Source: an optimization exercise on an open RTL-to-GDS flow (aim: small area, a short achievable clock period and few clock cycles). Production flows keep margins and buffers that such runs may drop. The RTL was checked by simulation tests, not by an equivalence proof against the original design. Power is estimated from default activity; no workload was simulated.

== cedar ==
==> flow/design.v (excerpt) <==
module booth_mul (
    input             CLK ,
    input             RSTn ,
    input      [23:0] m1 ,
    input      [23:0] m2 ,
    input             BREQ ,
    output     [47:0] res ,
    output            BACK
);
booth u_booth (
    .res  (res),
    .m1   (m1),
    .m2   (m2),
    .CLK  (CLK),
    .BREQ (BREQ),
    .BACK (BACK),
    .RSTn (RSTn)
);
endmodule
Size in the first run: ~1700 cells after synthesis, roughly 100 I/O pins.
Settings: LEC_CHECK=0, ABC_AREA=1, CAP_MARGIN=20, CORE_MARGIN=2, CORE_UTILIZATION=70, SETUP_SLACK_MARGIN=1.75, SLEW_MARGIN=20; clock period 6.0 ns.
standard.sh (not shown) runs the stock make flow with config.mk's settings and CLKGATE_MAP_FILE= SYNTH_SCRIPT=/design/flow/synth_recipe.tcl, a recipe that flattens the netlist after the stock synthesis.
==> flow/flow/run.sh <==
#!/bin/bash
# The standard layout (standard.sh: ORFS with the standard flow's settings) with two changes:
#  - the ports get plain buffers (buf_2, which the resizer may size up) instead of
#    the delay cells buffer_ports picks on its own;
#  - after the standard synthesis, fa_polarity.py removes inverters between full
#    adders (it flips full adders' polarity, same function and registers), and the
#    netlist is read in again before the floorplan.
set -euo pipefail
A='BUFFER_PORTS_ARGS=-buffer_cell sky130_fd_sc_hd__buf_2'
bash standard.sh "$A" synth > make_synth.log 2>&1
net=orfs/results/$FLOW_PLATFORM/booth_mul/base/1_2_yosys.v
python3 flow/fa_polarity.py "$net" > fa_polarity.log 2>&1
bash standard.sh "$A" do-1_synth > make_synth_odb.log 2>&1
bash standard.sh "$A" finish > make_finish.log 2>&1
Other scripts of this flow, unchanged in this note and not shown: flow/flow/fa_polarity.py
Testbench counts of cedar, summed over its fixed seeds: cycles 32,000.
--- input diff cedar..violet ---
--- a/flow/design.v
+++ b/flow/design.v
@@ -1244,17 +1244,14 @@
 reg q_s739;
 reg q_c648;
 reg q_s741;
 reg q_c740;
 reg q_c652;
 reg q_s743;
 reg q_c742;
-reg q_c656;
-reg q_s745;
-reg q_c744;
 reg q_pp323;
 reg q_c776;
 reg q_s777;
 reg q_c778;
 reg q_s779;
 reg q_c780;
 reg q_s781;
@@ -1267,15 +1264,17 @@
 reg q_c788;
 reg q_s789;
 reg q_c790;
 reg q_s791;
 reg q_c792;
 reg q_s793;
 reg q_c794;
+reg q_s829;
 reg q_s831;
+reg q_c830;
 reg q_s833;
 reg q_c832;
 reg q_c834;
 reg q_s835;
 reg q_s837;
 reg q_c836;
 reg q_s839;
@@ -1349,17 +1348,14 @@
 	q_s739 <= s739;
 	q_c648 <= c648;
 	q_s741 <= s741;
 	q_c740 <= c740;
 	q_c652 <= c652;
 	q_s743 <= s743;
 	q_c742 <= c742;
-	q_c656 <= c656;
-	q_s745 <= s745;
-	q_c744 <= c744;
 	q_pp323 <= pp323;
 	q_c776 <= c776;
 	q_s777 <= s777;
 	q_c778 <= c778;
 	q_s779 <= s779;
 	q_c780 <= c780;
 	q_s781 <= s781;
@@ -1372,15 +1368,17 @@
 	q_c788 <= c788;
 	q_s789 <= s789;
 	q_c790 <= c790;
 	q_s791 <= s791;
 	q_c792 <= c792;
 	q_s793 <= s793;
 	q_c794 <= c794;
+	q_s829 <= s829;
 	q_s831 <= s831;
+	q_c830 <= c830;
 	q_s833 <= s833;
 	q_c832 <= c832;
 	q_c834 <= c834;
 	q_s835 <= s835;
 	q_s837 <= s837;
 	q_c836 <= c836;
 	q_s839 <= s839;
@@ -2231,16 +2229,16 @@
 assign c822 = (q_s643 & q_s737) | (q_c736 & (q_s643 ^ q_s737));
 assign s823 = q_c644 ^ q_c738 ^ q_s739;
 assign c824 = (q_c644 & q_c738) | (q_s739 & (q_c644 ^ q_c738));
 assign s825 = q_c648 ^ q_s741 ^ q_c740;
 assign c826 = (q_c648 & q_s741) | (q_c740 & (q_c648 ^ q_s741));
 assign s827 = q_c652 ^ q_s743 ^ q_c742;
 assign c828 = (q_c652 & q_s743) | (q_c742 & (q_c652 ^ q_s743));
-assign s829 = q_c656 ^ q_s745 ^ q_c744;
-assign c830 = (q_c656 & q_s745) | (q_c744 & (q_c656 ^ q_s745));
+assign s829 = c656 ^ s745 ^ c744;
+assign c830 = (c656 & s745) | (c744 & (c656 ^ s745));
 assign s831 = c660 ^ s747 ^ c746;
 assign c832 = (c660 & s747) | (c746 & (c660 ^ s747));
 assign s833 = s667 ^ s749 ^ c748;
 assign c834 = (s667 & s749) | (c748 & (s667 ^ s749));
 assign s835 = c668 ^ c750 ^ s751;
 assign c836 = (c668 & c750) | (s751 & (c668 ^ c750));
 assign s837 = c672 ^ s753 ^ c752;
@@ -2321,18 +2319,18 @@
 assign p912 = s821 ^ c820;
 assign g913 = c822 & s823;
 assign p914 = c822 ^ s823;
 assign g915 = s825 & c824;
 assign p916 = s825 ^ c824;
 assign g917 = s827 & c826;
 assign p918 = s827 ^ c826;
-assign g919 = s829 & c828;
-assign p920 = s829 ^ c828;
-assign g921 = q_s831 & c830;
-assign p922 = q_s831 ^ c830;
+assign g919 = q_s829 & c828;
+assign p920 = q_s829 ^ c828;
+assign g921 = q_s831 & q_c830;
+assign p922 = q_s831 ^ q_c830;
 assign g923 = q_s833 & q_c832;
 assign p924 = q_s833 ^ q_c832;
 assign g925 = q_c834 & q_s835;
 assign p926 = q_c834 ^ q_s835;
 assign g927 = q_s837 & q_c836;
 assign p928 = q_s837 ^ q_c836;
 assign g929 = q_s839 & q_c838;
[summary]
Between violet and cedar, the design area is lower for cedar. violet | status: complete | timing, DRC, antenna: pass. Power attributed to the clock group of violet exceeds that of cedar by a few percent. Compared with cedar, violet shows count of clock-buffer cells in the layout lower by 1. Going from cedar to violet, the total of cells resized after clock tree synthesis was found to have gone up by 8. Max shortest clock period the worst path allows after layout across violet and cedar: cedar. Comparing the two runs side by side, violet comes out behind cedar on routed wire length. Summary of violet over cedar: count of flip-flops and latches went down; power consumption went up; count of vias placed by the detailed router did not really move; first-iteration DRC count went down; non-clock buffer count went up. violet: share of the core filled with cells 0.33 points above cedar. Summary of violet over cedar: area of the placeable core held; clock buffer and inverter area fraction after layout held.
Testbench counts of violet, summed over its fixed seeds: cycles 32,000.

port drivers added, routing unchanged:
In the flow no input, the clock included, has a driving cell. The finished layouts below were timed again as built, in two steps.
Step 1 assumes that a clkbuf_16 drives the clock port and a buf_2 every other input.
Step 2 times the ports against the registers' clock, not the clock port: input delays grow and output delays shrink by t, the midpoint of the rising clock arrivals with the driver on.
a / b / c = no drivers / after step 1 / after step 2; a / b = the first two.
| run | shift t [ns] | setup slack, ns | worst slew at a driven data input, ns |
|---|---|---|---|
| cedar | 0.410 | 1.764 / 1.796 / 1.386 | 0.04 |
| violet | 0.414 | 1.774 / 1.788 / 1.374 | 0.06 |
After both steps setup and hold are still met in every run listed. For violet, which loses most, drivers alone change the setup slack by +0.014 ns; drivers and shift together by -0.400 ns.
